What follows belongs to an exercise in optimizing a design on an open flow for small area; a production flow would make more cautious choices. RTL that was checked went through simulation tests only; none was proved equivalent to the original. Power figures rest on the tool's default switching activity, not on a simulated workload.

==> 04-03: inputs <==
// top
module top(
			clk, rst, data_in, data1, data2,
			lut_q_R0, lut_q_R1, lut_q_R2, lut_q_R3,
			lut_q_L0, lut_q_L1, lut_q_L2, lut_q_L3,
			lut_q_U0, lut_q_U1, lut_q_U2, lut_q_U3,
			lut_q_D0, lut_q_D1, lut_q_D2, lut_q_D3,
			out_valid,
			en,
			addr,
			out1, out2, out3, out4,
			addr1, addr2,
			lut_wen, lut_da, lut_db,
			lut_a_R0, lut_a_R1, lut_a_R2, lut_a_R3,
			lut_a_L0, lut_a_L1, lut_a_L2, lut_a_L3,
			lut_a_U0, lut_a_U1, lut_a_U2, lut_a_U3,
			lut_a_D0, lut_a_D1, lut_a_D2, lut_a_D3
			);
export LEC_CHECK = 0
export CAP_MARGIN = 20
export CORE_MARGIN = 2
export CORE_UTILIZATION = 50
export SLEW_MARGIN = 20
export SYNTH_HIERARCHICAL = 1
export SYNTH_MINIMUM_KEEP_SIZE = 0
create_clock -name core_clock -period 12.0 [get_ports {clk}]
standard.sh (not shown) runs the stock make flow with config.mk's settings and CLKGATE_MAP_FILE= SYNTH_SCRIPT=/design/flow/synth_recipe.tcl, a recipe that flattens the netlist after the stock synthesis.
==> flow/flow/run.sh <==
#!/bin/bash
# Standard layout, with the ports buffered by the smallest buffer and a
# clock tree built without dummy loads from mid-size clock buffers.
set -euo pipefail
export BUFFER_PORTS_ARGS="-buffer_cell sky130_fd_sc_hd__buf_1"
export CTS_ARGS="-sink_clustering_enable -repair_clock_nets -dont_use_dummy_load -buf_list {sky130_fd_sc_hd__clkbuf_8} -sink_clustering_size 20 -sink_clustering_max_diameter 60"
bash standard.sh > flow.log 2>&1
==> 04-17 (differences from 04-03) <==
--- a/flow/design.v
+++ b/flow/design.v
@@ -82,29 +82,25 @@
 reg [2:0] chain_last;
 always @(posedge clk) begin
 	chain <= {chain[7*457-1:0], (en ? wdata : 7'b1111000)};
 	chain_last <= chain[7*457 +: 3];
 end
 wire [7*459-1:0] taps = {4'b0, chain_last, chain};
 wire [6:0] ctr = taps[7*(230)-1 -: 7];
 wire [2:0] pctr = taps[7*(231)-5 -: 3];
-wire [11:0] a225;   
-assign a225[0] = (ctr[6:3] == 4'd0) | (ctr[6:3] == 4'd2) | (ctr[6:3] == 4'd4) | (ctr[6:3] == 4'd6) | (ctr[6:3] == 4'd8) | (ctr[6:3] == 4'd10) | (ctr[6:3] == 4'd12) | (ctr[6:3] == 4'd14);
-assign a225[1] = (ctr[6:3] == 4'd1) | (ctr[6:3] == 4'd2) | (ctr[6:3] == 4'd5) | (ctr[6:3] == 4'd6) | (ctr[6:3] == 4'd9) | (ctr[6:3] == 4'd10) | (ctr[6:3] == 4'd13) | (ctr[6:3] == 4'd14);
-assign a225[2] = (ctr[6:3] == 4'd3) | (ctr[6:3] == 4'd4) | (ctr[6:3] == 4'd5) | (ctr[6:3] == 4'd6) | (ctr[6:3] == 4'd11) | (ctr[6:3] == 4'd12) | (ctr[6:3] == 4'd13) | (ctr[6:3] == 4'd14);
-assign a225[3] = (ctr[6:3] == 4'd7) | (ctr[6:3] == 4'd8) | (ctr[6:3] == 4'd9) | (ctr[6:3] == 4'd10) | (ctr[6:3] == 4'd11) | (ctr[6:3] == 4'd12) | (ctr[6:3] == 4'd13) | (ctr[6:3] == 4'd14);
-assign a225[4] = (ctr[6:3] == 4'd0) | (ctr[6:3] == 4'd1) | (ctr[6:3] == 4'd2) | (ctr[6:3] == 4'd3) | (ctr[6:3] == 4'd4) | (ctr[6:3] == 4'd5) | (ctr[6:3] == 4'd6) | (ctr[6:3] == 4'd7) | (ctr[6:3] == 4'd8) | (ctr[6:3] == 4'd9) | (ctr[6:3] == 4'd10) | (ctr[6:3] == 4'd11) | (ctr[6:3] == 4'd12) | (ctr[6:3] == 4'd13) | (ctr[6:3] == 4'd14);
-assign a225[5] = (ctr[6:3] == 4'd0) | (ctr[6:3] == 4'd2) | (ctr[6:3] == 4'd4) | (ctr[6:3] == 4'd6) | (ctr[6:3] == 4'd8) | (ctr[6:3] == 4'd10) | (ctr[6:3] == 4'd12) | (ctr[6:3] == 4'd14) | (ctr[6:3] == 4'd15);
-assign a225[6] = (ctr[6:3] == 4'd0) | (ctr[6:3] == 4'd1) | (ctr[6:3] == 4'd4) | (ctr[6:3] == 4'd5) | (ctr[6:3] == 4'd8) | (ctr[6:3] == 4'd9) | (ctr[6:3] == 4'd12) | (ctr[6:3] == 4'd13);
-assign a225[7] = (ctr[6:3] == 4'd0) | (ctr[6:3] == 4'd1) | (ctr[6:3] == 4'd2) | (ctr[6:3] == 4'd3) | (ctr[6:3] == 4'd8) | (ctr[6:3] == 4'd9) | (ctr[6:3] == 4'd10) | (ctr[6:3] == 4'd11);
-assign a225[8] = (ctr[6:3] == 4'd0) | (ctr[6:3] == 4'd2) | (ctr[6:3] == 4'd4) | (ctr[6:3] == 4'd6) | (ctr[6:3] == 4'd9) | (ctr[6:3] == 4'd11) | (ctr[6:3] == 4'd13) | (ctr[6:3] == 4'd15);
-assign a225[9] = (ctr[6:3] == 4'd0) | (ctr[6:3] == 4'd3) | (ctr[6:3] == 4'd4) | (ctr[6:3] == 4'd7) | (ctr[6:3] == 4'd8) | (ctr[6:3] == 4'd9) | (ctr[6:3] == 4'd12) | (ctr[6:3] == 4'd13);
-assign a225[10] = (ctr[6:3] == 4'd0) | (ctr[6:3] == 4'd5) | (ctr[6:3] == 4'd6) | (ctr[6:3] == 4'd7) | (ctr[6:3] == 4'd8) | (ctr[6:3] == 4'd9) | (ctr[6:3] == 4'd14) | (ctr[6:3] == 4'd15);
-assign a225[11] = (ctr[6:3] == 4'd0) | (ctr[6:3] == 4'd10) | (ctr[6:3] == 4'd11) | (ctr[6:3] == 4'd12) | (ctr[6:3] == 4'd13) | (ctr[6:3] == 4'd14) | (ctr[6:3] == 4'd15);
+reg [11:0] a225;
+always @(*) begin
+	case (ctr[6:3])
+	4'd0: a225 = 12'd4081;     4'd1: a225 = 12'd210;   4'd2: a225 = 12'd435;   4'd3: a225 = 12'd660;
+	4'd4: a225 = 12'd885;   4'd5: a225 = 12'd1110;  4'd6: a225 = 12'd1335;  4'd7: a225 = 12'd1560;
+	4'd8: a225 = 12'd1785;  4'd9: a225 = 12'd2010;  4'd10: a225 = 12'd2235; 4'd11: a225 = 12'd2460;
+	4'd12: a225 = 12'd2685; 4'd13: a225 = 12'd2910; 4'd14: a225 = 12'd3135; default: a225 = 12'd3360;
+	endcase
+end
 wire [10:0] lbase = cnt[10:0] - 11'd2;
 wire [11:0] A = sr ? a225 : {lbase, 1'b0};
 srl_addr ad_R(.sr(sr), .A(A), .pb(taps[7*(229)-1 -: 7]), .pc(taps[7*(228)-1 -: 7]), .fx(ctr[2:0]),
 	.o0(lut_a_R0), .o1(lut_a_R1), .o2(lut_a_R2), .o3(lut_a_R3));
 srl_addr ad_L(.sr(sr), .A(A), .pb(taps[7*(231)-1 -: 7]), .pc(taps[7*(232)-1 -: 7]), .fx(ctr[2:0]),
 	.o0(lut_a_L0), .o1(lut_a_L1), .o2(lut_a_L2), .o3(lut_a_L3));
 srl_addr ad_U(.sr(sr), .A(A), .pb(taps[7*(344)-1 -: 7]), .pc(taps[7*(458)-1 -: 7]), .fx(ctr[2:0]),
 	.o0(lut_a_U0), .o1(lut_a_U1), .o2(lut_a_U2), .o3(lut_a_U3));
==> qor summary <==
metric                                                                            04-17       04-03
Status                                                         timing/DRC/antenna clean  timing/DRC/antenna clean
Vias per inst                                                                      5.34        5.33
Area taken by flip-flops and latches                                         68,000 um2  67,800 um2
Area growth from synthesis to layout                                              8.58%       8.79%
Post-route clock period utilization                                               96.1%       95.5%
Simple-gate portion of the synthesized area                                       4.32%       4.27%
Top-area cell type share of the netlist area                                      63.7%       63.7%
Number of cell instances on the worst register-to-register path                      31          30
Fraction of synthesized cell area in xor and xnor cells                          0.608%      0.593%
Achievable clock frequency                                                     86.7 MHz    87.2 MHz
Global-route met2 utilization                                                     39.8%       41.1%
Amount of wire on met3 after detailed routing                                   28.9 mm     27.0 mm
Share of synthesized cell area in full adder, half adder and majority cells       21.1%       21.1%
Post-synth cell types                                                                72          70
Final worst-path setup slack                                                   0.463 ns    0.538 ns
Post-layout power                                                               21.2 mW     21.1 mW
Die boundary height                                                              466 um      465 um
Power in the clock group                                                        4.50 mW     4.51 mW
The RTL of 04-03 was laid out without a check of its function.

==> afterwards: timing with drivers on the ports <==
The flow's constraints put no driver on any port. The routed layouts listed below were extracted and timed again, unchanged, in two steps. Step 1 sets driving cells, clkbuf_16 on the clock port and buf_2 on the other inputs (assumed; they add their load-dependent delay and slew). Step 2 adds t to the input delays and takes it off the output delays; t is the mean of the earliest and latest rising clock arrival at the registers after step 1. Input paths then give back, and output paths get back, about the clock's delay inside the block. a / b / c = ideal / step 1 / step 2; a / b = the first two.
run	t (ns)	slack for setup (ns)	pins driven straight from the clock port
04-03	0.982	0.538 / 0.538 / 0.538	1
04-17	0.985	0.463 / 0.463 / 0.463	1
After both steps setup and hold are still met in every run listed.
